Context: an optimization exercise on an open-source flow, tuned for small area and a short achievable clock period. The choices shown serve that exercise and are no tape-out recipe.
In this exercise RTL edits were held to simulation tests only and were not proved equivalent to the original.

==> flow/design.v (outline; a module is shown in full before it is edited, if it fits) <==
// module resampler_q15: 8882 lines
// module fa_cell: 4 lines
module resampler_q15 #(
    parameter TAP_COUNT = 9,
    parameter DATA_WIDTH = 16
)(
    input  logic                  clk,
    input  logic                  rst_n,
    input  logic signed [31:0]    ppm_in,
    input  logic [TAP_COUNT*DATA_WIDTH-1:0] coeffs,
    input  logic [DATA_WIDTH-1:0] data_in,
    input  logic                  data_in_valid,
    output logic                  data_in_ready,
    output logic [DATA_WIDTH-1:0] data_out,
    output logic                  data_out_valid
);
  // ...
==> flow/flow/run.sh <==
#!/bin/bash
# The standard layout (the standard.sh, ORFS synthesis to final), with:
# - the resizer's setup repair aimed below the clock period, so that it buffers
#   and sizes the design's long paths;
# - the synthesis buffers removed at floorplan, so that the resizer buffers
#   those nets itself;
# - the port buffers made as sky130_fd_sc_hd__buf_1 (the resizer sizes them up
#   where a path needs it).
# The SDC and every other setting are the standard flow's.
set -euo pipefail
bash standard.sh SETUP_SLACK_MARGIN=12.65 REMOVE_ABC_BUFFERS=1 \
  "BUFFER_PORTS_ARGS=-buffer_cell sky130_fd_sc_hd__buf_1" finish > standard_make.log 2>&1
==> flow/standard.sh <==
#!/bin/bash
# synth_recipe.tcl (not shown) runs the flow's synth.tcl, then flattens the netlist and writes it again
# the make line also repeats each setting of config.mk as NAME=value (left out here)
make -C /OpenROAD-flow-scripts/flow DESIGN_CONFIG=/design/flow/config.mk WORK_HOME=/design/flow/orfs CLKGATE_MAP_FILE= SYNTH_SCRIPT=/design/flow/synth_recipe.tcl "${@:-finish}"
==> flow/config.mk <==
export PLATFORM = sky130hd
export DESIGN_NAME = resampler_q15
export DESIGN_NICKNAME = resampler_q15
export VERILOG_FILES = /design/flow/design.v
export SDC_FILE = /design/flow/constraint.sdc
export NUM_CORES = 4
export LEC_CHECK = 0
export ABC_AREA = 1
export CAP_MARGIN = 20
export CORE_MARGIN = 2
export CORE_UTILIZATION = 65
export CTS_CLUSTER_DIAMETER = 100
export CTS_CLUSTER_SIZE = 24
export SLEW_MARGIN = 20
export SYNTH_HIERARCHICAL = 1
export SYNTH_MINIMUM_KEEP_SIZE = 0
==> flow/constraint.sdc <==
create_clock -name core_clock -period 19.0 [get_ports {clk}]
set_input_delay 3.8000 -clock core_clock [delete_from_list [all_inputs] [get_ports {clk}]]
set_output_delay 3.8000 -clock core_clock [all_outputs]
set_load 0.01 [all_outputs]
==> results.txt, run 1 <==
The worst-margin pin slew came out at 1.08 ns. The total negative slack came out at 0 ns. The number of antenna diodes in the final layout is 2.

Of the total standard cell area in the layout, the sequential portion is 12.7%. The slack of the worst reg-to-reg path came out at 12.89 ns. The post-synthesis share of cell area spent on xor and xnor gates is 16.6%. The initial antenna violation count came out at 3. The count of endpoints failing setup in the final report is 0. The design has 398 sequential cells. The total I/O pin count came out at 213.

In this run the top signal layer used is met5. The run finished with no timing, DRC or antenna violations.

On the critical path, the stage with the largest delay is an instance of sky130_fd_sc_hd__dfrtp_1. The count of nets after finishing is 8571. The setup path with the least slack is of type reg -> out. The inverter count of the layout excluding clock inverters came out at 498. The sequential cell area is 0.00840 sq mm. The number of well taps came out at 1265.

Among all flip-flop cells after synthesis, the most frequent one is sky130_fd_sc_hd__dfxtp_1. The count of cell types in the netlist is 53. Max-cap violations in this run came to 0. The most instantiated library cell after synthesis is sky130_fd_sc_hd__xor2_1.

The tightest min-delay check is of the reg -> reg type. The path with the worst hold slack has its endpoint at ppm_accum[0]$_DFF_PN0_. The H-tree depth came out at 2.

Ranked by total cell area, the synthesized netlist is headed by sky130_fd_sc_hd__fa_1 29%, sky130_fd_sc_hd__xor2_1 16%, sky130_fd_sc_hd__o22ai_1 11%, sky130_fd_sc_hd__dfxtp_1 10%, sky130_fd_sc_hd__ha_1 7.1%. The tree is rooted in a sky130_fd_sc_hd__clkbuf_16. The worst path meets setup with 12.55 ns of slack.

For met3 alone, demand over resource in global routing was 9.78%. Leaving out fill and tap cells, the most frequent cell in the layout is sky130_fd_sc_hd__xor2_1. The routed length per instance came out at 23.7 microns. The multiplexer fraction of the synthesized cell area is 0%. Of all the cell area in the finished design, non-clock buffers hold 3.72%.

The instance count of the mapped netlist is 7313. The total number of vias came out at 55.3k.
==> inputs of run 2 (changes only) <==
--- a/flow/design.v
+++ b/flow/design.v
@@ -15,17 +15,17 @@
     logic signed [31:0] ppm_accum;
     logic [31:0] acc_next;       
     logic overflow, shift, clr;
     logic [TAP_COUNT*DATA_WIDTH-1:0] creg;
     logic [15:0] x;
     logic [15:0] w0, w1, w2, w3, w4, w5, w6;
     logic [45:0] p1;
     logic [15:0] q;
-    logic [45:0] yr;
+    logic [41:0] yr;
     logic yc;
     assign data_in_ready = 1'b1;
     assign overflow = ppm_accum[31] ^ ppm_accum[30];
     assign shift = overflow & data_in_valid;
     always_ff @(posedge clk or negedge rst_n)
         if (!rst_n) ppm_accum <= '0;
         else ppm_accum <= acc_next;
     always_ff @(posedge clk)
@@ -4025,23 +4025,23 @@
     logic t3969;
     logic g3970;
     logic t3971;
     logic g3972;
     logic t3973;
     logic g3974;
     logic t3975;
     logic g3976;
-    logic x3977;
+    logic t3977;
     logic g3978;
-    logic x3979;
+    logic t3979;
     logic g3980;
-    logic x3981;
+    logic t3981;
     logic g3982;
-    logic x3983;
+    logic t3983;
     logic g3984;
     logic x3985;
     logic g3986;
     logic x3987;
     logic g3988;
     logic x3989;
     logic g3990;
     logic x3991;
@@ -4071,19 +4071,19 @@
     logic x4015;
     logic g4016;
     logic x4017;
     logic g4018;
     logic x4019;
     logic g4020;
     logic x4021;
     logic g4022;
-    logic t4023;
+    logic x4023;
     logic g4024;
-    logic t4025;
+    logic x4025;
     logic g4026;
     logic t4027;
     logic g4028;
     logic t4029;
     logic g4030;
     logic t4031;
     logic g4032;
     logic t4033;
@@ -4158,24 +4158,24 @@
     logic g4102;
     logic t4103;
     logic g4104;
     logic t4105;
     logic g4106;
     logic t4107;
     logic g4108;
     logic t4109;
-    logic g4110;
-    logic t4111;
-    logic g4112;
-    logic t4113;
-    logic g4114;
-    logic t4115;
-    logic g4116;
-    logic t4117;
+    logic k4110;
+    logic o4111;
+    logic k4112;
+    logic o4113;
+    logic k4114;
+    logic o4115;
+    logic k4116;
+    logic o4117;
     logic k4118;
     logic o4119;
     logic k4120;
     logic o4121;
     logic k4122;
     logic o4123;
     logic k4124;
     logic o4125;
@@ -4190,24 +4190,24 @@
     logic k4134;
     logic o4135;
     logic k4136;
     logic o4137;
     logic k4138;
     logic o4139;
     logic k4140;
     logic o4141;
-    logic k4142;
-    logic o4143;
-    logic k4144;
-    logic o4145;
-    logic k4146;
-    logic o4147;
-    logic k4148;
-    logic o4149;
+    logic g4142;
+    logic g4143;
+    logic g4144;
+    logic g4145;
+    logic g4146;
+    logic g4147;
+    logic g4148;
+    logic g4149;
     logic g4150;
     logic g4151;
     logic g4152;
     logic g4153;
     logic g4154;
     logic g4155;
     logic g4156;
     logic g4157;
@@ -4222,24 +4222,24 @@
     logic g4166;
     logic g4167;
     logic g4168;
     logic g4169;
     logic g4170;
     logic g4171;
     logic g4172;
     logic g4173;
-    logic g4174;
-    logic g4175;
-    logic g4176;
-    logic g4177;
-    logic g4178;
-    logic g4179;
-    logic g4180;
-    logic g4181;
+    logic x4174;
+    logic x4175;
+    logic x4176;
+    logic x4177;
+    logic x4178;
+    logic x4179;
+    logic x4180;
+    logic x4181;
     logic x4182;
     logic x4183;
     logic x4184;
     logic x4185;
     logic x4186;
     logic x4187;
     logic x4188;
     logic x4189;
@@ -4254,24 +4254,24 @@
     logic x4198;
     logic x4199;
     logic x4200;
     logic x4201;
     logic x4202;
     logic x4203;
     logic x4204;
     logic x4205;
-    logic x4206;
-    logic x4207;
-    logic x4208;
-    logic x4209;
-    logic x4210;
-    logic x4211;
-    logic x4212;
-    logic x4213;
+    logic g4206;
+    logic t4207;
+    logic g4208;
+    logic t4209;
+    logic g4210;
+    logic t4211;
+    logic g4212;
+    logic t4213;
     logic g4214;
     logic t4215;
     logic g4216;
     logic t4217;
     logic g4218;
     logic t4219;
     logic g4220;
     logic t4221;
@@ -4368,24 +4368,24 @@
     logic g4312;
     logic t4313;
     logic g4314;
     logic t4315;
     logic g4316;
     logic t4317;
     logic g4318;
     logic t4319;
-    logic g4320;
-    logic t4321;
-    logic g4322;
-    logic t4323;
-    logic g4324;
-    logic t4325;
-    logic g4326;
-    logic t4327;
+    logic o4320;
+    logic o4321;
+    logic o4322;
+    logic o4323;
+    logic o4324;
+    logic o4325;
+    logic o4326;
+    logic o4327;
     logic o4328;
     logic o4329;
     logic o4330;
     logic o4331;
     logic o4332;
     logic o4333;
     logic o4334;
     logic o4335;
@@ -4399,24 +4399,16 @@
     logic o4343;
     logic o4344;
     logic o4345;
     logic o4346;
     logic o4347;
     logic o4348;
     logic o4349;
     logic o4350;
-    logic o4351;
-    logic o4352;
-    logic o4353;
-    logic o4354;
-    logic o4355;
-    logic o4356;
-    logic o4357;
-    logic o4358;
     assign bxo0 = x[0] ^ 1'b0;
     assign bxt0 = (x[1] & ~x[0] & ~1'b0) | (~x[1] & x[0] & 1'b0);
     assign bxn0 = x[1];
     assign bxo1 = x[2] ^ x[1];
     assign bxt1 = (x[3] & ~x[2] & ~x[1]) | (~x[3] & x[2] & x[1]);
     assign bxn1 = x[3];
     assign bxo2 = x[4] ^ x[3];
     assign bxt2 = (x[5] & ~x[4] & ~x[3]) | (~x[5] & x[4] & x[3]);
@@ -8440,80 +8432,80 @@
     assign g3954 = q3919 & s3920;
     assign t3955 = q3919 | s3920;
     assign g3956 = c3920 & s3921;
     assign t3957 = c3920 | s3921;
     assign g3958 = c3921 & s3922;
     assign t3959 = c3921 | s3922;
     assign g3960 = c3922 & s3923;
     assign t3961 = c3922 | s3923;
-    assign g3962 = 1'b0 | (p0_3673 & g3948);
-    assign t3963 = p0_3673 & t3949;
-    assign g3964 = g3952 | (t3953 & g3950);
-    assign t3965 = t3953 & t3951;
-    assign g3966 = g3956 | (t3957 & g3954);
-    assign t3967 = t3957 & t3955;
-    assign g3968 = g3960 | (t3961 & g3958);
-    assign t3969 = t3961 & t3959;
-    assign g3970 = g3964 | (t3965 & g3962);
-    assign t3971 = t3965 & t3963;
-    assign g3972 = g3968 | (t3969 & g3966);
-    assign t3973 = t3969 & t3967;
-    assign g3974 = g3972 | (t3973 & g3970);
-    assign t3975 = t3973 & t3971;
-    assign g3976 = yr[0] & yr[1];
-    assign x3977 = yr[0] ^ yr[1];
-    assign g3978 = yr[2] & yr[3];
-    assign x3979 = yr[2] ^ yr[3];
-    assign g3980 = yr[4] & yr[5];
-    assign x3981 = yr[4] ^ yr[5];
-    assign g3982 = yr[6] & yr[7];
-    assign x3983 = yr[6] ^ yr[7];
-    assign g3984 = yr[8] & yr[9];
-    assign x3985 = yr[8] ^ yr[9];
-    assign g3986 = yr[10] & yr[11];
-    assign x3987 = yr[10] ^ yr[11];
-    assign g3988 = yr[12] & yr[13];
-    assign x3989 = yr[12] ^ yr[13];
-    assign g3990 = yr[14] & yr[15];
-    assign x3991 = yr[14] ^ yr[15];
-    assign g3992 = yr[16] & yr[17];
-    assign x3993 = yr[16] ^ yr[17];
-    assign g3994 = yr[18] & yr[19];
-    assign x3995 = yr[18] ^ yr[19];
-    assign g3996 = yr[20] & yr[21];
-    assign x3997 = yr[20] ^ yr[21];
-    assign g3998 = yr[22] & yr[23];
-    assign x3999 = yr[22] ^ yr[23];
-    assign g4000 = yr[24] & yr[25];
-    assign x4001 = yr[24] ^ yr[25];
-    assign g4002 = yr[26] & yr[27];
-    assign x4003 = yr[26] ^ yr[27];
-    assign g4004 = yr[28] & yr[29];
-    assign x4005 = yr[28] ^ yr[29];
-    assign g4006 = yr[30] & yr[31];
-    assign x4007 = yr[30] ^ yr[31];
-    assign g4008 = yr[32] & yr[33];
-    assign x4009 = yr[32] ^ yr[33];
-    assign g4010 = yr[34] & yr[35];
-    assign x4011 = yr[34] ^ yr[35];
-    assign g4012 = yr[36] & yr[37];
-    assign x4013 = yr[36] ^ yr[37];
-    assign g4014 = yr[38] & yr[39];
-    assign x4015 = yr[38] ^ yr[39];
-    assign g4016 = yr[40] & yr[41];
-    assign x4017 = yr[40] ^ yr[41];
-    assign g4018 = yr[42] & yr[43];
-    assign x4019 = yr[42] ^ yr[43];
-    assign g4020 = yr[44] & yr[45];
-    assign x4021 = yr[44] ^ yr[45];
-    assign g4022 = g3978 | (x3979 & g3976);
-    assign t4023 = x3979 & x3977;
-    assign g4024 = g3982 | (x3983 & g3980);
-    assign t4025 = x3983 & x3981;
+    assign g3962 = c3923 & s3924;
+    assign t3963 = c3923 | s3924;
+    assign g3964 = c3924 & s3925;
+    assign t3965 = c3924 | s3925;
+    assign g3966 = 1'b0 | (p0_3673 & g3948);
+    assign t3967 = p0_3673 & t3949;
+    assign g3968 = g3952 | (t3953 & g3950);
+    assign t3969 = t3953 & t3951;
+    assign g3970 = g3956 | (t3957 & g3954);
+    assign t3971 = t3957 & t3955;
+    assign g3972 = g3960 | (t3961 & g3958);
+    assign t3973 = t3961 & t3959;
+    assign g3974 = g3964 | (t3965 & g3962);
+    assign t3975 = t3965 & t3963;
+    assign g3976 = g3968 | (t3969 & g3966);
+    assign t3977 = t3969 & t3967;
+    assign g3978 = g3972 | (t3973 & g3970);
+    assign t3979 = t3973 & t3971;
+    assign g3980 = g3978 | (t3979 & g3976);
+    assign t3981 = t3979 & t3977;
+    assign g3982 = g3974 | (t3975 & g3980);
+    assign t3983 = t3975 & t3981;
+    assign g3984 = yr[0] & yr[1];
+    assign x3985 = yr[0] ^ yr[1];
+    assign g3986 = yr[2] & yr[3];
+    assign x3987 = yr[2] ^ yr[3];
+    assign g3988 = yr[4] & yr[5];
+    assign x3989 = yr[4] ^ yr[5];
+    assign g3990 = yr[6] & yr[7];
+    assign x3991 = yr[6] ^ yr[7];
+    assign g3992 = yr[8] & yr[9];
+    assign x3993 = yr[8] ^ yr[9];
+    assign g3994 = yr[10] & yr[11];
+    assign x3995 = yr[10] ^ yr[11];
+    assign g3996 = yr[12] & yr[13];
+    assign x3997 = yr[12] ^ yr[13];
+    assign g3998 = yr[14] & yr[15];
+    assign x3999 = yr[14] ^ yr[15];
+    assign g4000 = yr[16] & yr[17];
+    assign x4001 = yr[16] ^ yr[17];
+    assign g4002 = yr[18] & yr[19];
+    assign x4003 = yr[18] ^ yr[19];
+    assign g4004 = yr[20] & yr[21];
+    assign x4005 = yr[20] ^ yr[21];
+    assign g4006 = yr[22] & yr[23];
+    assign x4007 = yr[22] ^ yr[23];
+    assign g4008 = yr[24] & yr[25];
+    assign x4009 = yr[24] ^ yr[25];
+    assign g4010 = yr[26] & yr[27];
+    assign x4011 = yr[26] ^ yr[27];
+    assign g4012 = yr[28] & yr[29];
+    assign x4013 = yr[28] ^ yr[29];
+    assign g4014 = yr[30] & yr[31];
+    assign x4015 = yr[30] ^ yr[31];
+    assign g4016 = yr[32] & yr[33];
+    assign x4017 = yr[32] ^ yr[33];
+    assign g4018 = yr[34] & yr[35];
+    assign x4019 = yr[34] ^ yr[35];
+    assign g4020 = yr[36] & yr[37];
+    assign x4021 = yr[36] ^ yr[37];
+    assign g4022 = yr[38] & yr[39];
+    assign x4023 = yr[38] ^ yr[39];
+    assign g4024 = yr[40] & yr[41];
+    assign x4025 = yr[40] ^ yr[41];
     assign g4026 = g3986 | (x3987 & g3984);
     assign t4027 = x3987 & x3985;
     assign g4028 = g3990 | (x3991 & g3988);
     assign t4029 = x3991 & x3989;
     assign g4030 = g3994 | (x3995 & g3992);
     assign t4031 = x3995 & x3993;
     assign g4032 = g3998 | (x3999 & g3996);
     assign t4033 = x3999 & x3997;
@@ -8522,186 +8514,186 @@
     assign g4036 = g4006 | (x4007 & g4004);
     assign t4037 = x4007 & x4005;
     assign g4038 = g4010 | (x4011 & g4008);
     assign t4039 = x4011 & x4009;
     assign g4040 = g4014 | (x4015 & g4012);
     assign t4041 = x4015 & x4013;
     assign g4042 = g4018 | (x4019 & g4016);
     assign t4043 = x4019 & x4017;
-    assign g4044 = g3980 | (x3981 & g4022);
-    assign t4045 = x3981 & t4023;
-    assign g4046 = g4024 | (t4025 & g4022);
-    assign t4047 = t4025 & t4023;
-    assign g4048 = g3988 | (x3989 & g4026);
-    assign t4049 = x3989 & t4027;
-    assign g4050 = g4028 | (t4029 & g4026);
-    assign t4051 = t4029 & t4027;
-    assign g4052 = g3996 | (x3997 & g4030);
-    assign t4053 = x3997 & t4031;
-    assign g4054 = g4032 | (t4033 & g4030);
-    assign t4055 = t4033 & t4031;
-    assign g4056 = g4004 | (x4005 & g4034);
-    assign t4057 = x4005 & t4035;
-    assign g4058 = g4036 | (t4037 & g4034);
-    assign t4059 = t4037 & t4035;
-    assign g4060 = g4012 | (x4013 & g4038);
-    assign t4061 = x4013 & t4039;
-    assign g4062 = g4040 | (t4041 & g4038);
-    assign t4063 = t4041 & t4039;
-    assign g4064 = g4020 | (x4021 & g4042);
-    assign t4065 = x4021 & t4043;
-    assign g4066 = g3984 | (x3985 & g4046);
-    assign t4067 = x3985 & t4047;
-    assign g4068 = g4026 | (t4027 & g4046);
-    assign t4069 = t4027 & t4047;
-    assign g4070 = g4048 | (t4049 & g4046);
-    assign t4071 = t4049 & t4047;
-    assign g4072 = g4050 | (t4051 & g4046);
-    assign t4073 = t4051 & t4047;
-    assign g4074 = g4000 | (x4001 & g4054);
-    assign t4075 = x4001 & t4055;
-    assign g4076 = g4034 | (t4035 & g4054);
-    assign t4077 = t4035 & t4055;
-    assign g4078 = g4056 | (t4057 & g4054);
-    assign t4079 = t4057 & t4055;
-    assign g4080 = g4058 | (t4059 & g4054);
-    assign t4081 = t4059 & t4055;
-    assign g4082 = g4016 | (x4017 & g4062);
-    assign t4083 = x4017 & t4063;
-    assign g4084 = g4042 | (t4043 & g4062);
-    assign t4085 = t4043 & t4063;
-    assign g4086 = g4064 | (t4065 & g4062);
-    assign t4087 = t4065 & t4063;
-    assign g4088 = g3992 | (x3993 & g4072);
-    assign t4089 = x3993 & t4073;
-    assign g4090 = g4030 | (t4031 & g4072);
-    assign t4091 = t4031 & t4073;
-    assign g4092 = g4052 | (t4053 & g4072);
-    assign t4093 = t4053 & t4073;
-    assign g4094 = g4054 | (t4055 & g4072);
-    assign t4095 = t4055 & t4073;
-    assign g4096 = g4074 | (t4075 & g4072);
-    assign t4097 = t4075 & t4073;
-    assign g4098 = g4076 | (t4077 & g4072);
-    assign t4099 = t4077 & t4073;
-    assign g4100 = g4078 | (t4079 & g4072);
-    assign t4101 = t4079 & t4073;
-    assign g4102 = g4080 | (t4081 & g4072);
-    assign t4103 = t4081 & t4073;
-    assign g4104 = g4008 | (x4009 & g4102);
-    assign t4105 = x4009 & t4103;
-    assign g4106 = g4038 | (t4039 & g4102);
-    assign t4107 = t4039 & t4103;
-    assign g4108 = g4060 | (t4061 & g4102);
-    assign t4109 = t4061 & t4103;
-    assign g4110 = g4062 | (t4063 & g4102);
-    assign t4111 = t4063 & t4103;
-    assign g4112 = g4082 | (t4083 & g4102);
-    assign t4113 = t4083 & t4103;
-    assign g4114 = g4084 | (t4085 & g4102);
-    assign t4115 = t4085 & t4103;
-    assign g4116 = g4086 | (t4087 & g4102);
-    assign t4117 = t4087 & t4103;
-    assign k4118 = g4070 | (t4071 & yc);
-    assign o4119 = x3991 ^ k4118;
-    assign k4120 = g4072 | (t4073 & yc);
-    assign o4121 = x3993 ^ k4120;
+    assign g4044 = g4022 | (x4023 & g4020);
+    assign t4045 = x4023 & x4021;
+    assign g4046 = g3988 | (x3989 & g4026);
+    assign t4047 = x3989 & t4027;
+    assign g4048 = g4028 | (t4029 & g4026);
+    assign t4049 = t4029 & t4027;
+    assign g4050 = g3996 | (x3997 & g4030);
+    assign t4051 = x3997 & t4031;
+    assign g4052 = g4032 | (t4033 & g4030);
+    assign t4053 = t4033 & t4031;
+    assign g4054 = g4004 | (x4005 & g4034);
+    assign t4055 = x4005 & t4035;
+    assign g4056 = g4036 | (t4037 & g4034);
+    assign t4057 = t4037 & t4035;
+    assign g4058 = g4012 | (x4013 & g4038);
+    assign t4059 = x4013 & t4039;
+    assign g4060 = g4040 | (t4041 & g4038);
+    assign t4061 = t4041 & t4039;
+    assign g4062 = g4020 | (x4021 & g4042);
+    assign t4063 = x4021 & t4043;
+    assign g4064 = g4044 | (t4045 & g4042);
+    assign t4065 = t4045 & t4043;
+    assign g4066 = g3992 | (x3993 & g4048);
+    assign t4067 = x3993 & t4049;
+    assign g4068 = g4030 | (t4031 & g4048);
+    assign t4069 = t4031 & t4049;
+    assign g4070 = g4050 | (t4051 & g4048);
+    assign t4071 = t4051 & t4049;
+    assign g4072 = g4052 | (t4053 & g4048);
+    assign t4073 = t4053 & t4049;
+    assign g4074 = g4008 | (x4009 & g4056);
+    assign t4075 = x4009 & t4057;
+    assign g4076 = g4038 | (t4039 & g4056);
+    assign t4077 = t4039 & t4057;
+    assign g4078 = g4058 | (t4059 & g4056);
+    assign t4079 = t4059 & t4057;
+    assign g4080 = g4060 | (t4061 & g4056);
+    assign t4081 = t4061 & t4057;
+    assign g4082 = g4024 | (x4025 & g4064);
+    assign t4083 = x4025 & t4065;
+    assign g4084 = g4000 | (x4001 & g4072);
+    assign t4085 = x4001 & t4073;
+    assign g4086 = g4034 | (t4035 & g4072);
+    assign t4087 = t4035 & t4073;
+    assign g4088 = g4054 | (t4055 & g4072);
+    assign t4089 = t4055 & t4073;
+    assign g4090 = g4056 | (t4057 & g4072);
+    assign t4091 = t4057 & t4073;
+    assign g4092 = g4074 | (t4075 & g4072);
+    assign t4093 = t4075 & t4073;
+    assign g4094 = g4076 | (t4077 & g4072);
+    assign t4095 = t4077 & t4073;
+    assign g4096 = g4078 | (t4079 & g4072);
+    assign t4097 = t4079 & t4073;
+    assign g4098 = g4080 | (t4081 & g4072);
+    assign t4099 = t4081 & t4073;
+    assign g4100 = g4016 | (x4017 & g4098);
+    assign t4101 = x4017 & t4099;
+    assign g4102 = g4042 | (t4043 & g4098);
+    assign t4103 = t4043 & t4099;
+    assign g4104 = g4062 | (t4063 & g4098);
+    assign t4105 = t4063 & t4099;
+    assign g4106 = g4064 | (t4065 & g4098);
+    assign t4107 = t4065 & t4099;
+    assign g4108 = g4082 | (t4083 & g4098);
+    assign t4109 = t4083 & t4099;
+    assign k4110 = g4066 | (t4067 & yc);
+    assign o4111 = x3995 ^ k4110;
+    assign k4112 = g4068 | (t4069 & yc);
+    assign o4113 = x3997 ^ k4112;
+    assign k4114 = g4070 | (t4071 & yc);
+    assign o4115 = x3999 ^ k4114;
+    assign k4116 = g4072 | (t4073 & yc);
+    assign o4117 = x4001 ^ k4116;
+    assign k4118 = g4084 | (t4085 & yc);
+    assign o4119 = x4003 ^ k4118;
+    assign k4120 = g4086 | (t4087 & yc);
+    assign o4121 = x4005 ^ k4120;
     assign k4122 = g4088 | (t4089 & yc);
-    assign o4123 = x3995 ^ k4122;
+    assign o4123 = x4007 ^ k4122;
     assign k4124 = g4090 | (t4091 & yc);
-    assign o4125 = x3997 ^ k4124;
+    assign o4125 = x4009 ^ k4124;
     assign k4126 = g4092 | (t4093 & yc);
-    assign o4127 = x3999 ^ k4126;
+    assign o4127 = x4011 ^ k4126;
     assign k4128 = g4094 | (t4095 & yc);
-    assign o4129 = x4001 ^ k4128;
+    assign o4129 = x4013 ^ k4128;
     assign k4130 = g4096 | (t4097 & yc);
-    assign o4131 = x4003 ^ k4130;
+    assign o4131 = x4015 ^ k4130;
     assign k4132 = g4098 | (t4099 & yc);
-    assign o4133 = x4005 ^ k4132;
+    assign o4133 = x4017 ^ k4132;
     assign k4134 = g4100 | (t4101 & yc);
-    assign o4135 = x4007 ^ k4134;
+    assign o4135 = x4019 ^ k4134;
     assign k4136 = g4102 | (t4103 & yc);
-    assign o4137 = x4009 ^ k4136;
+    assign o4137 = x4021 ^ k4136;
     assign k4138 = g4104 | (t4105 & yc);
-    assign o4139 = x4011 ^ k4138;
+    assign o4139 = x4023 ^ k4138;
     assign k4140 = g4106 | (t4107 & yc);
-    assign o4141 = x4013 ^ k4140;
-    assign k4142 = g4108 | (t4109 & yc);
-    assign o4143 = x4015 ^ k4142;
-    assign k4144 = g4110 | (t4111 & yc);
-    assign o4145 = x4017 ^ k4144;
-    assign k4146 = g4112 | (t4113 & yc);
-    assign o4147 = x4019 ^ k4146;
-    assign k4148 = g4114 | (t4115 & yc);
-    assign o4149 = x4021 ^ k4148;
-    assign g4150 = ppm_accum[0] & ppm_in[0];
-    assign g4151 = ppm_accum[1] & ppm_in[1];
-    assign g4152 = ppm_accum[2] & ppm_in[2];
-    assign g4153 = ppm_accum[3] & ppm_in[3];
-    assign g4154 = ppm_accum[4] & ppm_in[4];
-    assign g4155 = ppm_accum[5] & ppm_in[5];
-    assign g4156 = ppm_accum[6] & ppm_in[6];
-    assign g4157 = ppm_accum[7] & ppm_in[7];
-    assign g4158 = ppm_accum[8] & ppm_in[8];
-    assign g4159 = ppm_accum[9] & ppm_in[9];
-    assign g4160 = ppm_accum[10] & ppm_in[10];
-    assign g4161 = ppm_accum[11] & ppm_in[11];
-    assign g4162 = ppm_accum[12] & ppm_in[12];
-    assign g4163 = ppm_accum[13] & ppm_in[13];
-    assign g4164 = ppm_accum[14] & ppm_in[14];
-    assign g4165 = ppm_accum[15] & ppm_in[15];
-    assign g4166 = ppm_accum[16] & ppm_in[16];
-    assign g4167 = ppm_accum[17] & ppm_in[17];
-    assign g4168 = ppm_accum[18] & ppm_in[18];
-    assign g4169 = ppm_accum[19] & ppm_in[19];
-    assign g4170 = ppm_accum[20] & ppm_in[20];
-    assign g4171 = ppm_accum[21] & ppm_in[21];
-    assign g4172 = ppm_accum[22] & ppm_in[22];
-    assign g4173 = ppm_accum[23] & ppm_in[23];
-    assign g4174 = ppm_accum[24] & ppm_in[24];
-    assign g4175 = ppm_accum[25] & ppm_in[25];
-    assign g4176 = ppm_accum[26] & ppm_in[26];
-    assign g4177 = ppm_accum[27] & ppm_in[27];
-    assign g4178 = ppm_accum[28] & ppm_in[28];
-    assign g4179 = ppm_accum[29] & ppm_in[29];
-    assign g4180 = ppm_accum[30] & ppm_in[30];
-    assign g4181 = ppm_accum[31] & ppm_in[31];
-    assign x4182 = ppm_accum[0] ^ ppm_in[0];
-    assign x4183 = ppm_accum[1] ^ ppm_in[1];
-    assign x4184 = ppm_accum[2] ^ ppm_in[2];
-    assign x4185 = ppm_accum[3] ^ ppm_in[3];
-    assign x4186 = ppm_accum[4] ^ ppm_in[4];
-    assign x4187 = ppm_accum[5] ^ ppm_in[5];
-    assign x4188 = ppm_accum[6] ^ ppm_in[6];
-    assign x4189 = ppm_accum[7] ^ ppm_in[7];
-    assign x4190 = ppm_accum[8] ^ ppm_in[8];
-    assign x4191 = ppm_accum[9] ^ ppm_in[9];
-    assign x4192 = ppm_accum[10] ^ ppm_in[10];
-    assign x4193 = ppm_accum[11] ^ ppm_in[11];
-    assign x4194 = ppm_accum[12] ^ ppm_in[12];
-    assign x4195 = ppm_accum[13] ^ ppm_in[13];
-    assign x4196 = ppm_accum[14] ^ ppm_in[14];
-    assign x4197 = ppm_accum[15] ^ ppm_in[15];
-    assign x4198 = ppm_accum[16] ^ ppm_in[16];
-    assign x4199 = ppm_accum[17] ^ ppm_in[17];
-    assign x4200 = ppm_accum[18] ^ ppm_in[18];
-    assign x4201 = ppm_accum[19] ^ ppm_in[19];
-    assign x4202 = ppm_accum[20] ^ ppm_in[20];
-    assign x4203 = ppm_accum[21] ^ ppm_in[21];
-    assign x4204 = ppm_accum[22] ^ ppm_in[22];
-    assign x4205 = ppm_accum[23] ^ ppm_in[23];
-    assign x4206 = ppm_accum[24] ^ ppm_in[24];
-    assign x4207 = ppm_accum[25] ^ ppm_in[25];
-    assign x4208 = ppm_accum[26] ^ ppm_in[26];
-    assign x4209 = ppm_accum[27] ^ ppm_in[27];
-    assign x4210 = ppm_accum[28] ^ ppm_in[28];
-    assign x4211 = ppm_accum[29] ^ ppm_in[29];
-    assign x4212 = ppm_accum[30] ^ ppm_in[30];
-    assign x4213 = ppm_accum[31] ^ ppm_in[31];
+    assign o4141 = x4025 ^ k4140;
+    assign g4142 = ppm_accum[0] & ppm_in[0];
+    assign g4143 = ppm_accum[1] & ppm_in[1];
+    assign g4144 = ppm_accum[2] & ppm_in[2];
+    assign g4145 = ppm_accum[3] & ppm_in[3];
+    assign g4146 = ppm_accum[4] & ppm_in[4];
+    assign g4147 = ppm_accum[5] & ppm_in[5];
+    assign g4148 = ppm_accum[6] & ppm_in[6];
+    assign g4149 = ppm_accum[7] & ppm_in[7];
+    assign g4150 = ppm_accum[8] & ppm_in[8];
+    assign g4151 = ppm_accum[9] & ppm_in[9];
+    assign g4152 = ppm_accum[10] & ppm_in[10];
+    assign g4153 = ppm_accum[11] & ppm_in[11];
+    assign g4154 = ppm_accum[12] & ppm_in[12];
+    assign g4155 = ppm_accum[13] & ppm_in[13];
+    assign g4156 = ppm_accum[14] & ppm_in[14];
+    assign g4157 = ppm_accum[15] & ppm_in[15];
+    assign g4158 = ppm_accum[16] & ppm_in[16];
+    assign g4159 = ppm_accum[17] & ppm_in[17];
+    assign g4160 = ppm_accum[18] & ppm_in[18];
+    assign g4161 = ppm_accum[19] & ppm_in[19];
+    assign g4162 = ppm_accum[20] & ppm_in[20];
+    assign g4163 = ppm_accum[21] & ppm_in[21];
+    assign g4164 = ppm_accum[22] & ppm_in[22];
+    assign g4165 = ppm_accum[23] & ppm_in[23];
+    assign g4166 = ppm_accum[24] & ppm_in[24];
+    assign g4167 = ppm_accum[25] & ppm_in[25];
+    assign g4168 = ppm_accum[26] & ppm_in[26];
+    assign g4169 = ppm_accum[27] & ppm_in[27];
+    assign g4170 = ppm_accum[28] & ppm_in[28];
+    assign g4171 = ppm_accum[29] & ppm_in[29];
+    assign g4172 = ppm_accum[30] & ppm_in[30];
+    assign g4173 = ppm_accum[31] & ppm_in[31];
+    assign x4174 = ppm_accum[0] ^ ppm_in[0];
+    assign x4175 = ppm_accum[1] ^ ppm_in[1];
+    assign x4176 = ppm_accum[2] ^ ppm_in[2];
+    assign x4177 = ppm_accum[3] ^ ppm_in[3];
+    assign x4178 = ppm_accum[4] ^ ppm_in[4];
+    assign x4179 = ppm_accum[5] ^ ppm_in[5];
+    assign x4180 = ppm_accum[6] ^ ppm_in[6];
+    assign x4181 = ppm_accum[7] ^ ppm_in[7];
+    assign x4182 = ppm_accum[8] ^ ppm_in[8];
+    assign x4183 = ppm_accum[9] ^ ppm_in[9];
+    assign x4184 = ppm_accum[10] ^ ppm_in[10];
+    assign x4185 = ppm_accum[11] ^ ppm_in[11];
+    assign x4186 = ppm_accum[12] ^ ppm_in[12];
+    assign x4187 = ppm_accum[13] ^ ppm_in[13];
+    assign x4188 = ppm_accum[14] ^ ppm_in[14];
+    assign x4189 = ppm_accum[15] ^ ppm_in[15];
+    assign x4190 = ppm_accum[16] ^ ppm_in[16];
+    assign x4191 = ppm_accum[17] ^ ppm_in[17];
+    assign x4192 = ppm_accum[18] ^ ppm_in[18];
+    assign x4193 = ppm_accum[19] ^ ppm_in[19];
+    assign x4194 = ppm_accum[20] ^ ppm_in[20];
+    assign x4195 = ppm_accum[21] ^ ppm_in[21];
+    assign x4196 = ppm_accum[22] ^ ppm_in[22];
+    assign x4197 = ppm_accum[23] ^ ppm_in[23];
+    assign x4198 = ppm_accum[24] ^ ppm_in[24];
+    assign x4199 = ppm_accum[25] ^ ppm_in[25];
+    assign x4200 = ppm_accum[26] ^ ppm_in[26];
+    assign x4201 = ppm_accum[27] ^ ppm_in[27];
+    assign x4202 = ppm_accum[28] ^ ppm_in[28];
+    assign x4203 = ppm_accum[29] ^ ppm_in[29];
+    assign x4204 = ppm_accum[30] ^ ppm_in[30];
+    assign x4205 = ppm_accum[31] ^ ppm_in[31];
+    assign g4206 = g4143 | (x4175 & g4142);
+    assign t4207 = x4175 & x4174;
+    assign g4208 = g4145 | (x4177 & g4144);
+    assign t4209 = x4177 & x4176;
+    assign g4210 = g4147 | (x4179 & g4146);
+    assign t4211 = x4179 & x4178;
+    assign g4212 = g4149 | (x4181 & g4148);
+    assign t4213 = x4181 & x4180;
     assign g4214 = g4151 | (x4183 & g4150);
     assign t4215 = x4183 & x4182;
     assign g4216 = g4153 | (x4185 & g4152);
     assign t4217 = x4185 & x4184;
     assign g4218 = g4155 | (x4187 & g4154);
     assign t4219 = x4187 & x4186;
     assign g4220 = g4157 | (x4189 & g4156);
     assign t4221 = x4189 & x4188;
@@ -8716,139 +8708,131 @@
     assign g4230 = g4167 | (x4199 & g4166);
     assign t4231 = x4199 & x4198;
     assign g4232 = g4169 | (x4201 & g4168);
     assign t4233 = x4201 & x4200;
     assign g4234 = g4171 | (x4203 & g4170);
     assign t4235 = x4203 & x4202;
     assign g4236 = g4173 | (x4205 & g4172);
     assign t4237 = x4205 & x4204;
-    assign g4238 = g4175 | (x4207 & g4174);
-    assign t4239 = x4207 & x4206;
-    assign g4240 = g4177 | (x4209 & g4176);
-    assign t4241 = x4209 & x4208;
-    assign g4242 = g4179 | (x4211 & g4178);
-    assign t4243 = x4211 & x4210;
-    assign g4244 = g4181 | (x4213 & g4180);
-    assign t4245 = x4213 & x4212;
-    assign g4246 = g4216 | (t4217 & g4214);
-    assign t4247 = t4217 & t4215;
-    assign g4248 = g4220 | (t4221 & g4218);
-    assign t4249 = t4221 & t4219;
-    assign g4250 = g4224 | (t4225 & g4222);
-    assign t4251 = t4225 & t4223;
-    assign g4252 = g4228 | (t4229 & g4226);
-    assign t4253 = t4229 & t4227;
-    assign g4254 = g4232 | (t4233 & g4230);
-    assign t4255 = t4233 & t4231;
-    assign g4256 = g4236 | (t4237 & g4234);
-    assign t4257 = t4237 & t4235;
-    assign g4258 = g4240 | (t4241 & g4238);
-    assign t4259 = t4241 & t4239;
-    assign g4260 = g4244 | (t4245 & g4242);
-    assign t4261 = t4245 & t4243;
-    assign g4262 = g4248 | (t4249 & g4246);
-    assign t4263 = t4249 & t4247;
-    assign g4264 = g4252 | (t4253 & g4250);
-    assign t4265 = t4253 & t4251;
-    assign g4266 = g4256 | (t4257 & g4254);
-    assign t4267 = t4257 & t4255;
-    assign g4268 = g4260 | (t4261 & g4258);
-    assign t4269 = t4261 & t4259;
-    assign g4270 = g4264 | (t4265 & g4262);
-    assign t4271 = t4265 & t4263;
-    assign g4272 = g4268 | (t4269 & g4266);
-    assign t4273 = t4269 & t4267;
-    assign g4274 = g4272 | (t4273 & g4270);
-    assign t4275 = t4273 & t4271;
-    assign g4276 = g4266 | (t4267 & g4270);
-    assign t4277 = t4267 & t4271;
-    assign g4278 = g4250 | (t4251 & g4262);
-    assign t4279 = t4251 & t4263;
-    assign g4280 = g4254 | (t4255 & g4270);
-    assign t4281 = t4255 & t4271;
-    assign g4282 = g4258 | (t4259 & g4276);
-    assign t4283 = t4259 & t4277;
-    assign g4284 = g4218 | (t4219 & g4246);
-    assign t4285 = t4219 & t4247;
-    assign g4286 = g4222 | (t4223 & g4262);
-    assign t4287 = t4223 & t4263;
-    assign g4288 = g4226 | (t4227 & g4278);
-    assign t4289 = t4227 & t4279;
-    assign g4290 = g4230 | (t4231 & g4270);
-    assign t4291 = t4231 & t4271;
-    assign g4292 = g4234 | (t4235 & g4280);
-    assign t4293 = t4235 & t4281;
-    assign g4294 = g4238 | (t4239 & g4276);
-    assign t4295 = t4239 & t4277;
-    assign g4296 = g4242 | (t4243 & g4282);
-    assign t4297 = t4243 & t4283;
-    assign g4298 = g4152 | (x4184 & g4214);
-    assign t4299 = x4184 & t4215;
-    assign g4300 = g4154 | (x4186 & g4246);
-    assign t4301 = x4186 & t4247;
-    assign g4302 = g4156 | (x4188 & g4284);
-    assign t4303 = x4188 & t4285;
+    assign g4238 = g4208 | (t4209 & g4206);
+    assign t4239 = t4209 & t4207;
+    assign g4240 = g4212 | (t4213 & g4210);
+    assign t4241 = t4213 & t4211;
+    assign g4242 = g4216 | (t4217 & g4214);
+    assign t4243 = t4217 & t4215;
+    assign g4244 = g4220 | (t4221 & g4218);
+    assign t4245 = t4221 & t4219;
+    assign g4246 = g4224 | (t4225 & g4222);
+    assign t4247 = t4225 & t4223;
+    assign g4248 = g4228 | (t4229 & g4226);
+    assign t4249 = t4229 & t4227;
+    assign g4250 = g4232 | (t4233 & g4230);
+    assign t4251 = t4233 & t4231;
+    assign g4252 = g4236 | (t4237 & g4234);
+    assign t4253 = t4237 & t4235;
+    assign g4254 = g4240 | (t4241 & g4238);
+    assign t4255 = t4241 & t4239;
+    assign g4256 = g4244 | (t4245 & g4242);
+    assign t4257 = t4245 & t4243;
+    assign g4258 = g4248 | (t4249 & g4246);
+    assign t4259 = t4249 & t4247;
+    assign g4260 = g4252 | (t4253 & g4250);
+    assign t4261 = t4253 & t4251;
+    assign g4262 = g4256 | (t4257 & g4254);
+    assign t4263 = t4257 & t4255;
+    assign g4264 = g4260 | (t4261 & g4258);
+    assign t4265 = t4261 & t4259;
+    assign g4266 = g4264 | (t4265 & g4262);
+    assign t4267 = t4265 & t4263;
+    assign g4268 = g4258 | (t4259 & g4262);
+    assign t4269 = t4259 & t4263;
+    assign g4270 = g4242 | (t4243 & g4254);
+    assign t4271 = t4243 & t4255;
+    assign g4272 = g4246 | (t4247 & g4262);
+    assign t4273 = t4247 & t4263;
+    assign g4274 = g4250 | (t4251 & g4268);
+    assign t4275 = t4251 & t4269;
+    assign g4276 = g4210 | (t4211 & g4238);
+    assign t4277 = t4211 & t4239;
+    assign g4278 = g4214 | (t4215 & g4254);
+    assign t4279 = t4215 & t4255;
+    assign g4280 = g4218 | (t4219 & g4270);
+    assign t4281 = t4219 & t4271;
+    assign g4282 = g4222 | (t4223 & g4262);
+    assign t4283 = t4223 & t4263;
+    assign g4284 = g4226 | (t4227 & g4272);
+    assign t4285 = t4227 & t4273;
+    assign g4286 = g4230 | (t4231 & g4268);
+    assign t4287 = t4231 & t4269;
+    assign g4288 = g4234 | (t4235 & g4274);
+    assign t4289 = t4235 & t4275;
+    assign g4290 = g4144 | (x4176 & g4206);
+    assign t4291 = x4176 & t4207;
+    assign g4292 = g4146 | (x4178 & g4238);
+    assign t4293 = x4178 & t4239;
+    assign g4294 = g4148 | (x4180 & g4276);
+    assign t4295 = x4180 & t4277;
+    assign g4296 = g4150 | (x4182 & g4254);
+    assign t4297 = x4182 & t4255;
+    assign g4298 = g4152 | (x4184 & g4278);
+    assign t4299 = x4184 & t4279;
+    assign g4300 = g4154 | (x4186 & g4270);
+    assign t4301 = x4186 & t4271;
+    assign g4302 = g4156 | (x4188 & g4280);
+    assign t4303 = x4188 & t4281;
     assign g4304 = g4158 | (x4190 & g4262);
     assign t4305 = x4190 & t4263;
-    assign g4306 = g4160 | (x4192 & g4286);
-    assign t4307 = x4192 & t4287;
-    assign g4308 = g4162 | (x4194 & g4278);
-    assign t4309 = x4194 & t4279;
-    assign g4310 = g4164 | (x4196 & g4288);
-    assign t4311 = x4196 & t4289;
-    assign g4312 = g4166 | (x4198 & g4270);
-    assign t4313 = x4198 & t4271;
-    assign g4314 = g4168 | (x4200 & g4290);
-    assign t4315 = x4200 & t4291;
-    assign g4316 = g4170 | (x4202 & g4280);
-    assign t4317 = x4202 & t4281;
-    assign g4318 = g4172 | (x4204 & g4292);
-    assign t4319 = x4204 & t4293;
-    assign g4320 = g4174 | (x4206 & g4276);
-    assign t4321 = x4206 & t4277;
-    assign g4322 = g4176 | (x4208 & g4294);
-    assign t4323 = x4208 & t4295;
-    assign g4324 = g4178 | (x4210 & g4282);
-    assign t4325 = x4210 & t4283;
-    assign g4326 = g4180 | (x4212 & g4296);
-    assign t4327 = x4212 & t4297;
-    assign o4328 = x4183 ^ g4150;
-    assign o4329 = x4184 ^ g4214;
+    assign g4306 = g4160 | (x4192 & g4282);
+    assign t4307 = x4192 & t4283;
+    assign g4308 = g4162 | (x4194 & g4272);
+    assign t4309 = x4194 & t4273;
+    assign g4310 = g4164 | (x4196 & g4284);
+    assign t4311 = x4196 & t4285;
+    assign g4312 = g4166 | (x4198 & g4268);
+    assign t4313 = x4198 & t4269;
+    assign g4314 = g4168 | (x4200 & g4286);
+    assign t4315 = x4200 & t4287;
+    assign g4316 = g4170 | (x4202 & g4274);
+    assign t4317 = x4202 & t4275;
+    assign g4318 = g4172 | (x4204 & g4288);
+    assign t4319 = x4204 & t4289;
+    assign o4320 = x4175 ^ g4142;
+    assign o4321 = x4176 ^ g4206;
+    assign o4322 = x4177 ^ g4290;
+    assign o4323 = x4178 ^ g4238;
+    assign o4324 = x4179 ^ g4292;
+    assign o4325 = x4180 ^ g4276;
+    assign o4326 = x4181 ^ g4294;
+    assign o4327 = x4182 ^ g4254;
+    assign o4328 = x4183 ^ g4296;
+    assign o4329 = x4184 ^ g4278;
     assign o4330 = x4185 ^ g4298;
-    assign o4331 = x4186 ^ g4246;
+    assign o4331 = x4186 ^ g4270;
     assign o4332 = x4187 ^ g4300;
-    assign o4333 = x4188 ^ g4284;
+    assign o4333 = x4188 ^ g4280;
     assign o4334 = x4189 ^ g4302;
     assign o4335 = x4190 ^ g4262;
     assign o4336 = x4191 ^ g4304;
-    assign o4337 = x4192 ^ g4286;
+    assign o4337 = x4192 ^ g4282;
     assign o4338 = x4193 ^ g4306;
-    assign o4339 = x4194 ^ g4278;
+    assign o4339 = x4194 ^ g4272;
     assign o4340 = x4195 ^ g4308;
-    assign o4341 = x4196 ^ g4288;
+    assign o4341 = x4196 ^ g4284;
     assign o4342 = x4197 ^ g4310;
-    assign o4343 = x4198 ^ g4270;
+    assign o4343 = x4198 ^ g4268;
     assign o4344 = x4199 ^ g4312;
-    assign o4345 = x4200 ^ g4290;
+    assign o4345 = x4200 ^ g4286;
     assign o4346 = x4201 ^ g4314;
-    assign o4347 = x4202 ^ g4280;
+    assign o4347 = x4202 ^ g4274;
     assign o4348 = x4203 ^ g4316;
-    assign o4349 = x4204 ^ g4292;
+    assign o4349 = x4204 ^ g4288;
     assign o4350 = x4205 ^ g4318;
-    assign o4351 = x4206 ^ g4276;
-    assign o4352 = x4207 ^ g4320;
-    assign o4353 = x4208 ^ g4294;
-    assign o4354 = x4209 ^ g4322;
-    assign o4355 = x4210 ^ g4282;
-    assign o4356 = x4211 ^ g4324;
-    assign o4357 = x4212 ^ g4296;
-    assign o4358 = x4213 ^ g4326;
     assign q = {o3671, o3669, o3667, o3665, o3663, o3661, o3659, o3657, o3655, o3653, o3651, o3649, o3647, o3645, o3643, o3641};
-    assign acc_next = {o4358, o4357, o4356, o4355, o4354, o4353, o4352, o4351, o4350, o4349, o4348, o4347, o4346, o4345, o4344, o4343, o4342, o4341, o4340, o4339, o4338, o4337, o4336, o4335, o4334, o4333, o4332, o4331, o4330, o4329, o4328, x4182};
+    assign acc_next = {o4350, o4349, o4348, o4347, o4346, o4345, o4344, o4343, o4342, o4341, o4340, o4339, o4338, o4337, o4336, o4335, o4334, o4333, o4332, o4331, o4330, o4329, o4328, o4327, o4326, o4325, o4324, o4323, o4322, o4321, o4320, x4174};
     always_ff @(posedge clk or negedge rst_n)
         if (!rst_n) clr <= 1'b1;
         else clr <= 1'b0;
     always_ff @(posedge clk)
         if (clr) begin
             x <= '0;
             w0 <= 16'haaa6;
             w1 <= 16'hfffc;
@@ -8869,18 +8853,18 @@
             w6 <= {o3197, o3195, o3193, o3191, o3189, o3187, o3185, o3183, o3181, o3179, o3177, o3175, o3173, o3171, o3169, o3167};
             p1 <= {g3486, p1_3333, p1_3332, q3459, h3458, c3457, s3457, c3456, s3456, c3455, s3455, c3454, s3454, c3453, s3453, c3452, s3452, c3451, s3451, c3450, s3450, c3449, s3449, c3448, s3448, c3447, s3447, c3446, s3446, c3445, s3445, c3444, s3444, c3443, s3443, c3442, s3442, c3441, s3441, c3440, s3440, c3439, s3439, c3438, s3438, c3437};
         end
     always_ff @(posedge clk or negedge rst_n)
         if (!rst_n) begin
             yr <= '0;
             yc <= 1'b0;
         end else if (shift) begin
-            yr <= {h3946, c3945, s3945, c3944, s3944, c3943, s3943, c3942, s3942, c3941, s3941, c3940, s3940, c3939, s3939, c3938, s3938, c3937, s3937, c3936, s3936, c3935, s3935, c3934, s3934, c3933, s3933, c3932, s3932, c3931, s3931, c3930, s3930, c3929, s3929, c3928, s3928, c3927, s3927, c3926, s3926, c3925, s3925, c3924, s3924, c3923};
-            yc <= g3974;
+            yr <= {h3946, c3945, s3945, c3944, s3944, c3943, s3943, c3942, s3942, c3941, s3941, c3940, s3940, c3939, s3939, c3938, s3938, c3937, s3937, c3936, s3936, c3935, s3935, c3934, s3934, c3933, s3933, c3932, s3932, c3931, s3931, c3930, s3930, c3929, s3929, c3928, s3928, c3927, s3927, c3926, s3926, c3925};
+            yc <= g3982;
         end
-    assign data_out = {o4149, o4147, o4145, o4143, o4141, o4139, o4137, o4135, o4133, o4131, o4129, o4127, o4125, o4123, o4121, o4119};
+    assign data_out = {o4141, o4139, o4137, o4135, o4133, o4131, o4129, o4127, o4125, o4123, o4121, o4119, o4117, o4115, o4113, o4111};
     assign data_out_valid = overflow;
 endmodule
 module fa_cell (input logic a, b, c, output logic s, co);
     assign s = a ^ b ^ c;
     assign co = (a & b) | (c & (a ^ b));
 endmodule
==> flow/flow/run.sh (replaced) <==
#!/bin/bash
# The standard layout (the standard.sh, ORFS synthesis to final), with:
# - the resizer's setup repair aimed below the clock period, so that it buffers
#   and sizes the design's long paths;
# - the synthesis buffers removed at floorplan, so that the resizer buffers
#   those nets itself;
# - the port buffers made as sky130_fd_sc_hd__buf_1 (the resizer sizes them up
#   where a path needs it).
# The SDC and every other setting are the standard flow's.
set -euo pipefail
bash standard.sh SETUP_SLACK_MARGIN=12.5 REMOVE_ABC_BUFFERS=1 \
  "BUFFER_PORTS_ARGS=-buffer_cell sky130_fd_sc_hd__buf_1" finish > standard_make.log 2>&1
==> results.txt, run 2 <==
The residual DRC count is 0 (unchanged). The path class of the lowest-slack min-delay path was reg -> reg (unchanged). The largest area contributor in the netlist is sky130_fd_sc_hd__fa_1 (unchanged). The total I/O pin count is 213 (unchanged).

Unrepaired setup endpoints after global routing: true (unchanged). The clock buffer count from CTS is 34 (unchanged). The length of the first detailed-routing pass in iterations was 8 (was 9). The detailed-route vias per instance is 6.55 (was 6.57). The final worst slack came out at 12.48 ns (was 12.55 ns).

The detailed-route wire length is 193000 microns (was 199000 microns). The number of buffers inserted for hold repair after clock tree synthesis was 0 (unchanged). Run status: no timing/DRC/antenna violations (unchanged).

The fraction of final layout cells with drive strength greater than 1 came to 4.45% (was 5.48%). The most frequent standard cell in the layout excluding fill and tap cells is sky130_fd_sc_hd__xor2_1 (unchanged). The total negative slack is 0 ns (unchanged). The number of enable-type register cells in the synthesized netlist is 0 (unchanged). The site row count came out at 113 (unchanged). The root buffer cell is sky130_fd_sc_hd__clkbuf_16 (unchanged). The endpoint required time on the critical path came out at 15.20 ns (about the same). The area growth from synthesis to layout came out at 4.99% (was 5.51%).

The critical path class is reg -> out (unchanged). The area of placed instances is 0.0634 sq mm (was 0.0636 sq mm). The clock latency on the worst-skew pair is 0.64 ns (about the same). The first-pass GRT wire length came out at 302000 microns (was 312000 microns). The overall overflow remaining after global route is 0 (unchanged).

The sequential cell area is 0.00831 sq mm (was 0.00840 sq mm). The area share of the largest cell type after synthesis came out at 28.7% (was 28.6%). The synthesized area per cell is 8.58 sq um (about the same).

The relative slew slack is 24.9% (was 27.9%). The number of nets still failing antenna checks after routing is 0 (unchanged). The H-tree depth is 2 (unchanged). The prevailing post-synth register cell is sky130_fd_sc_hd__dfxtp_1 (unchanged).

The cell area after layout is 0.0657 sq mm (was 0.0662 sq mm). The TritonCTS clock tree is done (unchanged). Leading cell types by total area after synthesis: sky130_fd_sc_hd__fa_1 29%, sky130_fd_sc_hd__xor2_1 16%, sky130_fd_sc_hd__o22ai_1 11%, sky130_fd_sc_hd__dfxtp_1 10%, sky130_fd_sc_hd__ha_1 7.1% (unchanged).

The final number of hold-violating endpoints came to 0 (unchanged). The setup slack at placement is 11.39 ns (was 11.26 ns). The die extent in y came out at 314 microns (was 315 microns). The part of the cycle the worst path needs is 34.3% (was 33.9%). The number of max-cap violations came out at 0 (unchanged).

The cell area after technology mapping is 0.0625 sq mm (was 0.0627 sq mm). The maximum count of clock buffers along a single path came out at 3 (unchanged). The count of cell types in the netlist is 52 (was 53). The violation count after the first detailed-routing iteration came out at 5744 (was 5788). The flip-flop count of the largest register, all copies and words added is 144 (unchanged). The post-route clock skew was 0.0261 ns (was 0.0304 ns). The max-slew violation count was 0 (unchanged). The initial core utilization came to 65.7% (was 65.8%). The count of warnings emitted by yosys was 7 (unchanged). Regs by FF count: creg (144), p1 (46), yr (42) (was creg (144), p1 (46), yr (46)).

Commonest non-fill, non-tap cells in the layout: 1167 x sky130_fd_sc_hd__xor2_1, 1067 x sky130_fd_sc_hd__o22ai_1, 902 x sky130_fd_sc_hd__nand2_1 (was 1164 x sky130_fd_sc_hd__xor2_1, 1066 x sky130_fd_sc_hd__o22ai_1, 895 x sky130_fd_sc_hd__fa_1). The antenna diode count came to 0 (was 2). The synthesis-stage register bit count came out at 394 (was 398). The die outline width is 314 microns (was 315 microns). The count of nets after finishing was 8507 (was 8571). The routed length per instance came out at 23.1 microns (was 23.7 microns). The register name with the most flops is creg (unchanged). The pin count of the biggest net entering global routing came to 124 (was 109). The routability-driven placement congestion ratio is 0.912 (was 0.902). The worst-margin pin slew came to 1.13 ns (was 1.08 ns).

The initial antenna violation count is 0 (was 3). The overall die area is 0.0987 sq mm (was 0.0990 sq mm). The count of endpoints failing setup in the final report was 0 (unchanged).

The overall global routing resource usage was 38.5% (was 39.8%). The largest fanout of any net on the critical path came out at 2 (was 7). The kind of start point of the critical path is a flop (unchanged). The instance count of the mapped netlist was 7284 (was 7313). The number of global-route vias before repair came out at 54.8k (was 56.2k).

The critical path endpoint category is an output port (unchanged). The share of flip-flops with an asynchronous set or reset after synthesis is 19.3% (was 20.1%). The clock sink count was 394 (was 398). The maximum frequency from static timing analysis came out at 0.153 GHz (was 0.155 GHz).

The number of I/O port buffers is 211 (unchanged). The multi-input logic area is 0.0503 sq mm (was 0.0506 sq mm). The total number of vias is 54.7k (was 55.3k). The minimum clock period came out at 6.52 ns (was 6.45 ns). The total half-perimeter wirelength after legalization and detailed placement is 123000 microns (was 126000 microns). The signal arrival time at the worst endpoint came out at 2.72 ns (was 2.65 ns). The clock-pin slew on the worst setup and hold paths came out at 0.09 ns (about the same). The post-synthesis sequential area ratio came out at 13.2% (was 13.3%). The fill cell total of the finished layout was 7881 (was 7852). The area inside the core boundary came out at 0.0952 sq mm (was 0.0953 sq mm). Synth cell count leaders: 1167 x sky130_fd_sc_hd__xor2_1, 1067 x sky130_fd_sc_hd__o22ai_1, 912 x sky130_fd_sc_hd__nand2_1 (was 1165 x sky130_fd_sc_hd__xor2_1, 1067 x sky130_fd_sc_hd__o22ai_1, 916 x sky130_fd_sc_hd__nand2_1). The most instantiated library cell after synthesis is sky130_fd_sc_hd__xor2_1 (unchanged).
-- run 2: final cells by class --
cell class                 instances  area share, %
sequential                       394           12.7
clock buffer                      36           1.34
timing repair buffer             342           3.51
tap                             1265           2.41
multi-input combinational       5784           76.6
clock inverter                    25          0.551
inverter                         505           2.97
-- run 2: worst paths after layout --
path / from / endpoint / slack [ns] / cells past startpoint
min in group asynchronous: rst_n / ppm_accum[0]$_DFF_PN0_ / 3.06 / 1
max reg2reg: x[11]$_SDFFE_PP0P_ / w3[13]$_SDFFE_PP1P_ / 12.70 / 23
min: p1[7]$_SDFFE_PP0P_ / p1[7]$_SDFFE_PP0P_ / 0.47 / 2
min reg2reg: p1[7]$_SDFFE_PP0P_ / p1[7]$_SDFFE_PP0P_ / 0.47 / 2
max: yr[2]$_DFFE_PN0P_ / data_out[6] / 12.48 / 12
max in group asynchronous: rst_n / yr[0]$_DFFE_PN0P_ / 14.84 / 2
-- run 2: per-stage QoR --
stage / instances / hold WS, ns / utilization (%)
final: 8351 / 0.474 / 69.0
after floorplan: 6682 / 0.443 / -
after detailed placement: 8255 / 0.460 / 66.6
after CTS: 8327 / 0.476 / 68.4
after global placement: 8255 / 0.453 / 66.6
after global routing: 8351 / 0.487 / 69.0
-- run 2: routing by layer --
layer / GRT usage, % / part of all wire, % / wire, microns / up-vias
met5: 0 / 0 / 0 / -
li1: - / - / - / 24100
met3: 7.96 / 11 / 20900 / 535
met2: 60.1 / 45 / 86700 / 3290
met1: 52.2 / 40 / 77600 / 26700
met4: 16.2 / 3.9 / 7580 / 0
-- run 2: critical path: stages, from the launching register on --
cell and delay, ns:
sky130_fd_sc_hd__dfrtp_1 0.42, sky130_fd_sc_hd__ha_4 0.26, sky130_fd_sc_hd__a21oi_2 0.16, sky130_fd_sc_hd__o21ai_2 0.10
sky130_fd_sc_hd__a21oi_2 0.18, sky130_fd_sc_hd__nand2_1 0.11, sky130_fd_sc_hd__nand2_1 0.12, sky130_fd_sc_hd__nand2_1 0.10
sky130_fd_sc_hd__nand2_1 0.07, sky130_fd_sc_hd__nand2_1 0.07, sky130_fd_sc_hd__a21oi_1 0.18, sky130_fd_sc_hd__xnor2_1 0.16
sky130_fd_sc_hd__clkbuf_2 0.17
-- run 2: logic make-up (layout without fill, tap and decap cells) --
group / after synthesis / in the layout / synth area share, %
compound gates: 1764 / 1764 / 17.0
xor+xnor: 1186 / 1186 / 16.6
fa+ha+maj: 1251 / 1251 / 35.8
buf+inv: 1107 / 908 / 7.05
flops: 394 / 394 / 13.2
other cells: 2 / 2 / 0.0120
simple gates: 1580 / 1581 / 10.4
-- run 2: per-module statistics from Yosys, one instance, submodules excluded --
module	cells inside	cell area (sq um)	flip-flops and latches	copies in the design
resampler_q15	6413	45100	394	1
fa_cell	1	20.0	0	871
-- run 2: timing repair --
action / 4_1_cts / 5_1_grt
endpoints found under the setup margin: 138 / 109
gates cloned: 1 / 2
pin swaps: 10 / 11
resized for setup: 56 / 98
setup buffers: 10 / 22
==> inputs of run 3 (changes only) <==
--- a/flow/flow/run.sh
+++ b/flow/flow/run.sh
@@ -10,3 +10,3 @@
 set -euo pipefail
-bash standard.sh SETUP_SLACK_MARGIN=12.5 REMOVE_ABC_BUFFERS=1 \
+bash standard.sh SETUP_SLACK_MARGIN=12.65 REMOVE_ABC_BUFFERS=1 \
   "BUFFER_PORTS_ARGS=-buffer_cell sky130_fd_sc_hd__buf_1" finish > standard_make.log 2>&1
==> results.txt, run 3 <==
The routed length per instance came to 23.3 microns (was 23.1 microns). The number of cells on the worst hold path came out at 2 (unchanged). The TritonCTS clock tree was done (unchanged). The count of warnings emitted by yosys came out at 7 (unchanged). The critical path class is reg -> out (unchanged). The length of the first detailed-routing pass in iterations came out at 8 (unchanged). The tightest hold margin is 0.475 ns (was 0.474 ns). The violation count after the first detailed-routing iteration is 6170 (was 5744). The area of placed instances came to 0.0634 sq mm (unchanged).

The clock latency on the worst-skew pair is 0.65 ns (was 0.64 ns). The overall die area came out at 0.0987 sq mm (unchanged). The slowest library cell on the worst path is sky130_fd_sc_hd__dfrtp_1 (unchanged). The register name with the most flops was creg (unchanged).

The worst-margin pin slew is 1.11 ns (was 1.13 ns). The multi-input logic area was 0.0504 sq mm (was 0.0503 sq mm). Leading cell types by total area after synthesis: sky130_fd_sc_hd__fa_1 29%, sky130_fd_sc_hd__xor2_1 16%, sky130_fd_sc_hd__o22ai_1 11%, sky130_fd_sc_hd__dfxtp_1 10%, sky130_fd_sc_hd__ha_1 7.1% (unchanged). The number of I/O port buffers is 211 (unchanged).

Run status: no timing/DRC/antenna violations (unchanged). The clock-pin slew on the worst setup and hold paths came to 0.09 ns (about the same). The overall global routing resource usage came out at 38.6% (was 38.5%). The maximum frequency from static timing analysis came out at 0.154 GHz (was 0.153 GHz). The most instantiated library cell after synthesis is sky130_fd_sc_hd__xor2_1 (unchanged). The area share of the largest cell type after synthesis is 28.7% (unchanged). The count of endpoints failing setup in the final report is 0 (unchanged). The sum of buffers and inverters on the critical path came out at 2 (was 1). The routability-driven placement congestion ratio was 0.912 (unchanged). The count of cell types in the netlist was 52 (unchanged). The cell count along the critical path came out at 12 (unchanged). The count of nets after finishing came to 8526 (was 8507). The critical path endpoint category is an output port (unchanged). The signal arrival time at the worst endpoint was 2.71 ns (was 2.72 ns).

The first-pass GRT wire length is 303000 microns (was 302000 microns). The root buffer cell was sky130_fd_sc_hd__clkbuf_16 (unchanged). The die extent in y is 314 microns (unchanged).

The clock buffer count from CTS is 34 (unchanged). The path class of the lowest-slack min-delay path is reg -> reg (unchanged). The number of nets still failing antenna checks after routing is 0 (unchanged).

The fill cell total of the finished layout is 7813 (was 7881). The logic depth of the worst register-to-register path came out at 23 (unchanged). The cell area after technology mapping came out at 0.0625 sq mm (unchanged). The total I/O pin count is 213 (unchanged).

The number of buffers inserted for hold repair after clock tree synthesis came out at 0 (unchanged). Regs by FF count: creg (144), p1 (46), yr (42) (unchanged). The synthesis-stage register bit count came out at 394 (unchanged). The H-tree depth is 2 (unchanged). The pin count of the biggest net entering global routing came out at 124 (unchanged). The initial core utilization is 65.7% (unchanged).

The share of flip-flops with an asynchronous set or reset after synthesis is 19.3% (unchanged).
run 3: cell counts after synthesis:
Identical to the previous run, type by type.
run 3: area by class of cell:
| class | instances | share of cell area [%] |
|---|---|---|
| flip-flops and latches | 394 | 12.6 |
| repair buffers | 361 | 4.01 |
| clock buffers | 36 | 1.33 |
| multi-input cells | 5784 | 76.2 |
| inverters | 505 | 2.96 |
| well taps | 1265 | 2.39 |
| clock inverters | 25 | 0.547 |
run 3: worst paths after layout:
kind | startpoint | endpoint | slack [ns]
worst max-delay path | yr[2]$_DFFE_PN0P_ | data_out[14] | 12.49
max in group asynchronous | rst_n | yr[0]$_DFFE_PN0P_ | 14.84
worst min register to register | p1[7]$_SDFFE_PP0P_ | p1[7]$_SDFFE_PP0P_ | 0.47
worst max register to register | x[11]$_SDFFE_PP0P_ | w0[10]$_SDFFE_PP0P_ | 12.95
min in group asynchronous | rst_n | ppm_accum[0]$_DFF_PN0_ | 3.05
worst min-delay path | p1[7]$_SDFFE_PP0P_ | p1[7]$_SDFFE_PP0P_ | 0.47
run 3: Yosys stat by module, one instance, submodules excluded:
module         copies in the design  area, sq um  cells
fa_cell                         871         20.0      1
resampler_q15                     1        45100   6413
run 3: through the flow:
| step | cells | worst slack [ns] |
|---|---|---|
| after global routing | 8370 | 12.35 |
| after floorplan | 6682 | 5.33 |
| after CTS | 8334 | 12.44 |
| final | 8370 | 12.49 |
| after detailed placement | 8255 | 11.39 |
| after global placement | 8255 | 11.52 |
run 3: per-layer routing:
metal	vias to the layer above	routed length, microns	track usage, %
li1	24200	-	-
met1	26800	78000	52.3
met2	3358	87900	60.2
met3	545	21000	7.99
met4	0	8070	16.3
met5	-	0	0
run 3: kinds of logic after synthesis:
group / count (synthesis) / synth area share (%)
buffers and inverters: 1107 / 7.05
XOR/XNOR: 1186 / 16.6
AO/OA/AOI/OAI: 1764 / 17.0
other: 2 / 0.0120
AND/OR/NAND/NOR: 1580 / 10.4
flip-flops: 394 / 13.2
adder cells (fa/ha/maj): 1251 / 35.8
run 3: worst register-to-register path, stage by stage (launching register included):
cell and delay (ns):
sky130_fd_sc_hd__dfxtp_4 0.43, sky130_fd_sc_hd__buf_16 0.28, sky130_fd_sc_hd__clkinv_2 0.26, sky130_fd_sc_hd__o21ai_4 0.28
sky130_fd_sc_hd__buf_8 0.37, sky130_fd_sc_hd__o22ai_1 0.19, sky130_fd_sc_hd__xor2_1 0.20, sky130_fd_sc_hd__fa_1 0.55
sky130_fd_sc_hd__fa_1 0.42, sky130_fd_sc_hd__fa_1 0.53, sky130_fd_sc_hd__fa_1 0.44, sky130_fd_sc_hd__ha_1 0.33
sky130_fd_sc_hd__a21oi_1 0.24, sky130_fd_sc_hd__nor2_1 0.06, sky130_fd_sc_hd__nor2_1 0.17, sky130_fd_sc_hd__o21bai_1 0.15
sky130_fd_sc_hd__a21boi_2 0.34, sky130_fd_sc_hd__inv_1 0.16, sky130_fd_sc_hd__a21oi_1 0.21, sky130_fd_sc_hd__nand2_1 0.07
sky130_fd_sc_hd__nand2_1 0.05, sky130_fd_sc_hd__nand3_1 0.07, sky130_fd_sc_hd__nand2_1 0.10, sky130_fd_sc_hd__inv_1 0.04
run 3: timing repair:
item | in CTS | in global routing
gates resized for setup | 83 | 141
pin swaps | 11 | 16
setup endpoints to repair | 157 | 121
gates cloned | 1 | 5
setup buffers | 17 | 31

## separate check: timing with driven ports
The results above use ideal ports. As a check the final layouts listed here were re-extracted and re-timed, cells and wires unchanged. Step 1: set_driving_cell puts a clkbuf_16 on clk and a buf_2 on each other input, an assumption about the parent block. Step 2, shift: input delay + t, output delay - t, t = (earliest + latest rising clock arrival at the registers) / 2. This alone moves slack from input paths to output paths. a / b / c = no drivers / after step 1 / after step 2; a / b = the first two.
run | t, ns | slack for setup (ns) | worst setup path at the end | slew at the worst register clock pin (ns)
run 1 | 0.702 | 12.550 / 12.472 / 12.057 | input to register | 0.10 / 0.10
run 2 | 0.705 | 12.480 / 12.402 / 12.007 | input to register | 0.10 / 0.10
run 3 | 0.713 | 12.486 / 12.406 / 12.105 | input to register | 0.10 / 0.10
After both steps every run listed still meets setup and hold. The setup slack of run 1, which loses most, moves by -0.078 ns with the drivers and by -0.493 ns with both steps.
